From an optimization exercise on the open Yosys and OpenROAD flow, aimed at small area; shortcuts taken in it are not production practice.
Only simulation tests tie the RTL to the original design; equivalence was not proved.
The flow treats the clock pin as an ideal source. Dropping or thinning the clock tree relies on that and would not hold on a real chip.
No activity file was given, so power comes from the tool's default toggle rates.

== the reference run ==
==> module dino_game, before the edit <==
module dino_game
	(
		input        clk,
		input        resetn,
		input        go,
		input        jump,
		output [7:0] x,
		output [6:0] y,
		output [2:0] colour,
		output       plot
	);
	localparam S_START = 3'b000,
	           S_WAIT  = 3'b001,    
	           S_JUMP  = 3'b010,    
	           S_CHG   = 3'b011,    
	           S_DS    = 3'b100,    
	           S_DC    = 3'b101,    
	           S_DRAW  = 3'b110,
	           S_ERASE = 3'b111;
	reg [2:0]  state;
	reg        is_jump;
	reg [4:0]  L;         
	reg [11:0] U;         
	reg [5:0]  yb;        
	reg        dir;       
	wire drawing = (state == S_DS) | (state == S_DC) | (state == S_DRAW);
	wire finish  = ((U & 12'd3805) == 12'd1620);
	always @(posedge clk) begin
		if (!resetn)
			state <= S_START;
		else case (state)
			S_START: state <= go ? S_START : S_WAIT;
			S_WAIT:  state <= go ? S_DS : S_WAIT;
			S_DS:    state <= S_DRAW;
			S_DC:    state <= S_DRAW;
			S_DRAW:  state <= finish ? S_JUMP : S_DRAW;
			S_JUMP:  state <= is_jump ? S_ERASE : S_JUMP;
			S_ERASE: state <= (&L) ? S_CHG : S_ERASE;
			default: state <= S_DC;
		endcase
	end
	always @(posedge clk) begin
		if (!resetn)
			is_jump <= 1'b0;
		else if (!jump)
			is_jump <= 1'b1;
	end
	always @(posedge clk) begin
		if (!resetn)
			L <= 5'd0;
		else if (state[2])
			L <= L + 1'b1;
	end
	always @(posedge clk) begin
		if (!drawing || finish)
			U <= 12'd0;
		else if (&L)
			U <= {U[10:0], ~(U[11] ^ U[10])};
	end
	reg [4:0] px;
	reg [3:0] dy;
	always @(*) begin
		case (L)
			5'd0:  begin px = 16; dy = 3;  end
			5'd1:  begin px = 15; dy = 6;  end
			5'd2:  begin px = 14; dy = 6;  end
			5'd3:  begin px = 13; dy = 6;  end
			5'd4:  begin px = 16; dy = 6;  end
			5'd5:  begin px = 17; dy = 6;  end
			5'd6:  begin px = 15; dy = 7;  end
			5'd7:  begin px = 15; dy = 8;  end
			5'd8:  begin px = 15; dy = 5;  end
			5'd9:  begin px = 15; dy = 4;  end
			5'd10: begin px = 14; dy = 9;  end
			5'd11: begin px = 16; dy = 9;  end
			5'd12: begin px = 17; dy = 10; end
			5'd13: begin px = 13; dy = 10; end
			5'd14: begin px = 18; dy = 11; end
			5'd15: begin px = 12; dy = 11; end
			default: begin
				px = 5'd13 + L[3:2];
				dy = {2'b00, L[1:0]};
			end
		endcase
	end
	reg [5:0] A;
	always @(*) begin
		if (state == S_CHG)
			A = dir ? 6'd1 : 6'd63;
		else if (state == S_DC)
			A = dir ? 6'd53 : 6'd55;
		else if (state == S_DS)
			A = 6'd21;
		else
			A = 6'd51 + {2'b00, dy};
	end
	wire [6:0] row = {1'b0, yb} + {1'b0, A};
	always @(posedge clk) begin
		if (!resetn) begin
			yb  <= 6'd43;
			dir <= 1'b0;
		end else begin
			if (state == S_CHG)
				yb <= row[5:0];
			if (yb[0] & yb[4] & yb[5])         
				dir <= 1'b0;
			else if (!yb[2] & !yb[3] & !yb[4] & !yb[5])         
				dir <= 1'b1;
		end
	end
	wire blank = (state == S_DS);
	assign x = {3'b000, px[4] & !blank, px[3:0]};
	assign y = {row[6] & !blank, row[5:0]};
	assign colour = {3{(state == S_DRAW) | ((state == S_ERASE) & (L == 5'd1))}};
	assign plot = state[2];
endmodule
==> flow/config.mk <==
export PLATFORM = sky130hd
export DESIGN_NAME = dino_game
export DESIGN_NICKNAME = dino_game
export VERILOG_FILES = /design/flow/design.v
export SDC_FILE = /design/flow/constraint.sdc
export NUM_CORES = 4
export LEC_CHECK = 0
export ABC_AREA = 1
export CAP_MARGIN = 20
export CORE_MARGIN = 2
export CORE_UTILIZATION = 40
export SLEW_MARGIN = 20
==> flow/constraint.sdc <==
create_clock -name core_clock -period 10.0 [get_ports {clk}]
set_input_delay 2.0000 -clock core_clock [delete_from_list [all_inputs] [get_ports {clk}]]
set_output_delay 2.0000 -clock core_clock [all_outputs]
set_load 0.01 [all_outputs]
standard.sh (not shown) runs the stock make flow with config.mk's settings and CLKGATE_MAP_FILE= SYNTH_SCRIPT=/design/flow/synth_recipe.tcl, a recipe that flattens the netlist after the stock synthesis.
==> flow/flow/run.sh <==
#!/bin/bash
# Own layout flow:
#  1. the standard synthesis (standard.sh synth), unchanged;
#  2. the combinational logic between the registers is re-mapped by ABC for
#     area, from several random seeds; registers keep their cells and names.
#     Each candidate is proved equivalent to the standard netlist (registers
#     paired by name) and the smallest is kept;
#  3. the standard ORFS layout from floorplan on, with buf_1 port buffers and
#     the clock tree made by clock_tree.tcl: two clkbuf_8 fed by the clock
#     port, each driving half of the flip-flops.
set -euo pipefail
W=$PWD
F=$W/flow
R=$W/orfs/results/$FLOW_PLATFORM/dino_game/base
LIB=$FLOW_HOME/platforms/$FLOW_PLATFORM/lib/sky130_fd_sc_hd__tt_025C_1v80.lib
YOSYS=$FLOW_HOME/../tools/install/yosys/bin/yosys
[ -x "$YOSYS" ] || YOSYS=yosys

# 1. standard synthesis
bash standard.sh synth > $W/log_synth.log 2>&1
cp $R/1_2_yosys.v $W/std.v

# 2. re-map
python3 $F/cutff.py $W/std.v $W/std_cut.v
best=""; bestarea=""
run_seed() {
  local s=$1
  printf 'strash\n&get -n\n&deepsyn -T 20 -S %s\n&put\ndch -f\namap\ntopo\n' $s > $W/seed$s.abc
  sed -e "s#@LIB@#$LIB#g" -e "s#@IN@#$W/std.v#g" -e "s#@OUT@#$W/reopt$s.v#g" \
      -e "s#@ABC@#$W/seed$s.abc#g" $F/reopt.ys > $W/reopt$s.ys
  $YOSYS -s $W/reopt$s.ys > $W/log_reopt$s.log 2>&1 || return 0
  # equivalence with the standard netlist, registers cut and paired by name
  python3 $F/cutff.py $W/reopt$s.v $W/reopt${s}_cut.v
  cat > $W/eq$s.ys <<EOS
read_liberty -ignore_miss_func $LIB
read_verilog $W/std_cut.v
rename dino_game gold
read_verilog $W/reopt${s}_cut.v
rename dino_game gate
hierarchy -check
flatten
opt_clean
miter -equiv -flatten gold gate miter
hierarchy -top miter
sat -verify -prove trigger 0 miter
EOS
  if $YOSYS -s $W/eq$s.ys > $W/log_eq$s.log 2>&1; then
    grep -m1 "Chip area" $W/log_reopt$s.log | awk -v s=$s '{print $NF, s}' >> $W/reopt_areas.txt
  fi
}
: > $W/reopt_areas.txt
for s in 1 2 3 4; do run_seed $s & done; wait
for s in 5 6 7 8; do run_seed $s & done; wait
if [ -s $W/reopt_areas.txt ]; then
  s=$(sort -n $W/reopt_areas.txt | head -1 | awk '{print $2}')
  echo "using seed $s: $(sort -n $W/reopt_areas.txt | head -1)" > $W/reopt_choice.txt
  cp $W/reopt$s.v $R/1_2_yosys.v
  rm -f $R/1_synth.odb $R/1_synth.sdc
else
  echo "no re-mapped netlist passed; standard netlist kept" > $W/reopt_choice.txt
fi

# 3. layout
export BUFFER_PORTS_ARGS="-buffer_cell sky130_fd_sc_hd__buf_1"
export PRE_CTS_TCL=$F/clock_tree.tcl
bash standard.sh > $W/log_layout.log 2>&1
Other scripts of this flow, unchanged in this note and not shown: flow/flow/clock_tree.tcl, flow/flow/cutff.py, flow/flow/reopt.ys
### the reference run -> the trial run
--- a/flow/design.v
+++ b/flow/design.v
@@ -18,16 +18,16 @@
 	           S_DRAW  = 3'b110,
 	           S_ERASE = 3'b111;
 	reg [2:0]  state;
 	reg        is_jump;
 	reg [4:0]  L;         
 	reg [11:0] U;         
-	reg [5:0]  yb;        
+	reg [6:0]  yb;        
 	reg        dir;       
 	wire drawing = (state == S_DS) | (state == S_DC) | (state == S_DRAW);
-	wire finish  = ((U & 12'd3805) == 12'd1620);
+	wire finish  = (state == S_DRAW) & U[11] & U[10] & U[5] & U[4] & U[2] & U[0];
 	always @(posedge clk) begin
 		if (!resetn)
 			state <= S_START;
 		else case (state)
 			S_START: state <= go ? S_START : S_WAIT;
 			S_WAIT:  state <= go ? S_DS : S_WAIT;
@@ -52,13 +52,13 @@
 			L <= L + 1'b1;
 	end
 	always @(posedge clk) begin
 		if (!drawing || finish)
 			U <= 12'd0;
 		else if (&L)
-			U <= {U[10:0], ~(U[11] ^ U[10])};
+			U <= U + 1'b1;
 	end
 	reg [4:0] px;
 	reg [3:0] dy;
 	always @(*) begin
 		case (L)
 			5'd0:  begin px = 16; dy = 3;  end
@@ -80,37 +80,35 @@
 			default: begin
 				px = 5'd13 + L[3:2];
 				dy = {2'b00, L[1:0]};
 			end
 		endcase
 	end
-	reg [5:0] A;
+	reg [6:0] A;
 	always @(*) begin
 		if (state == S_CHG)
-			A = dir ? 6'd1 : 6'd63;
+			A = dir ? 7'd1 : 7'd127;
 		else if (state == S_DC)
-			A = dir ? 6'd53 : 6'd55;
-		else if (state == S_DS)
-			A = 6'd21;
+			A = dir ? 7'd2 : 7'd4;
 		else
-			A = 6'd51 + {2'b00, dy};
+			A = {3'b000, dy};
 	end
-	wire [6:0] row = {1'b0, yb} + {1'b0, A};
+	wire [6:0] row = yb + A;
 	always @(posedge clk) begin
 		if (!resetn) begin
-			yb  <= 6'd43;
+			yb  <= 7'd94;
 			dir <= 1'b0;
 		end else begin
 			if (state == S_CHG)
-				yb <= row[5:0];
-			if (yb[0] & yb[4] & yb[5])         
+				yb <= row;
+			if (yb[6] & yb[5] & yb[2])                 
 				dir <= 1'b0;
-			else if (!yb[2] & !yb[3] & !yb[4] & !yb[5])         
+			else if (!yb[6] & !yb[3] & !yb[0])         
 				dir <= 1'b1;
 		end
 	end
 	wire blank = (state == S_DS);
 	assign x = {3'b000, px[4] & !blank, px[3:0]};
-	assign y = {row[6] & !blank, row[5:0]};
+	assign y = blank ? 7'd0 : row;
 	assign colour = {3{(state == S_DRAW) | ((state == S_ERASE) & (L == 5'd1))}};
 	assign plot = state[2];
 endmodule
## What came out
The reference run → the trial run: clock period minus worst slack -0.21 ns; wire length +about 1.1%; total power -0.12 mW.
The trial run went all the way through synthesis, placement and routing and the layout is clean on timing, DRC and antenna.
From the reference run to the trial run the numbers moved as follows: final cycle utilization of the critical path decreased by 2.1 points relative to the old numbers; post-route core utilization fell 0.85 points; power density of the placed cells saw a decrease.
Delay of the slowest cell on the worst path: higher on the trial run
The reference run → the trial run: summed instance area of the synthesized netlist up 74 um^2; global-route usage now smaller; number of well taps saw an increase.
Changes observed in the trial run relative to the reference run: final area +5.6%; count of placed standard cells in the final layout, fillers left out +about 7%; multi-input combinational cell count +20.
No run of this note takes its clock network from TritonCTS; it comes from the design's own scripts or RTL.

==> what the ideal ports hide <==
The flow's constraints put no driver on any port. The routed layouts listed below were extracted and timed again, unchanged, in two steps.
Step 1: set_driving_cell puts a clkbuf_16 on clk and a buf_2 on each other input, an assumption about the parent block.
Step 2 also shifts input and output timing later by t, the mid clock arrival at the registers, as if the neighbouring blocks saw the same clock.
Three values: ideal, step 1, step 2; two values: the first two.
| run | shift t [ns] | setup slack, ns | hold slack, ns |
|---|---|---|---|
| the reference run | 0.180 | 4.442 / 4.411 / 4.591 | 0.456 / 0.456 / 0.456 |
| the trial run | 0.179 | 4.655 / 4.624 / 4.803 | 0.456 / 0.456 / 0.456 |
After both steps setup and hold are still met in every run listed.
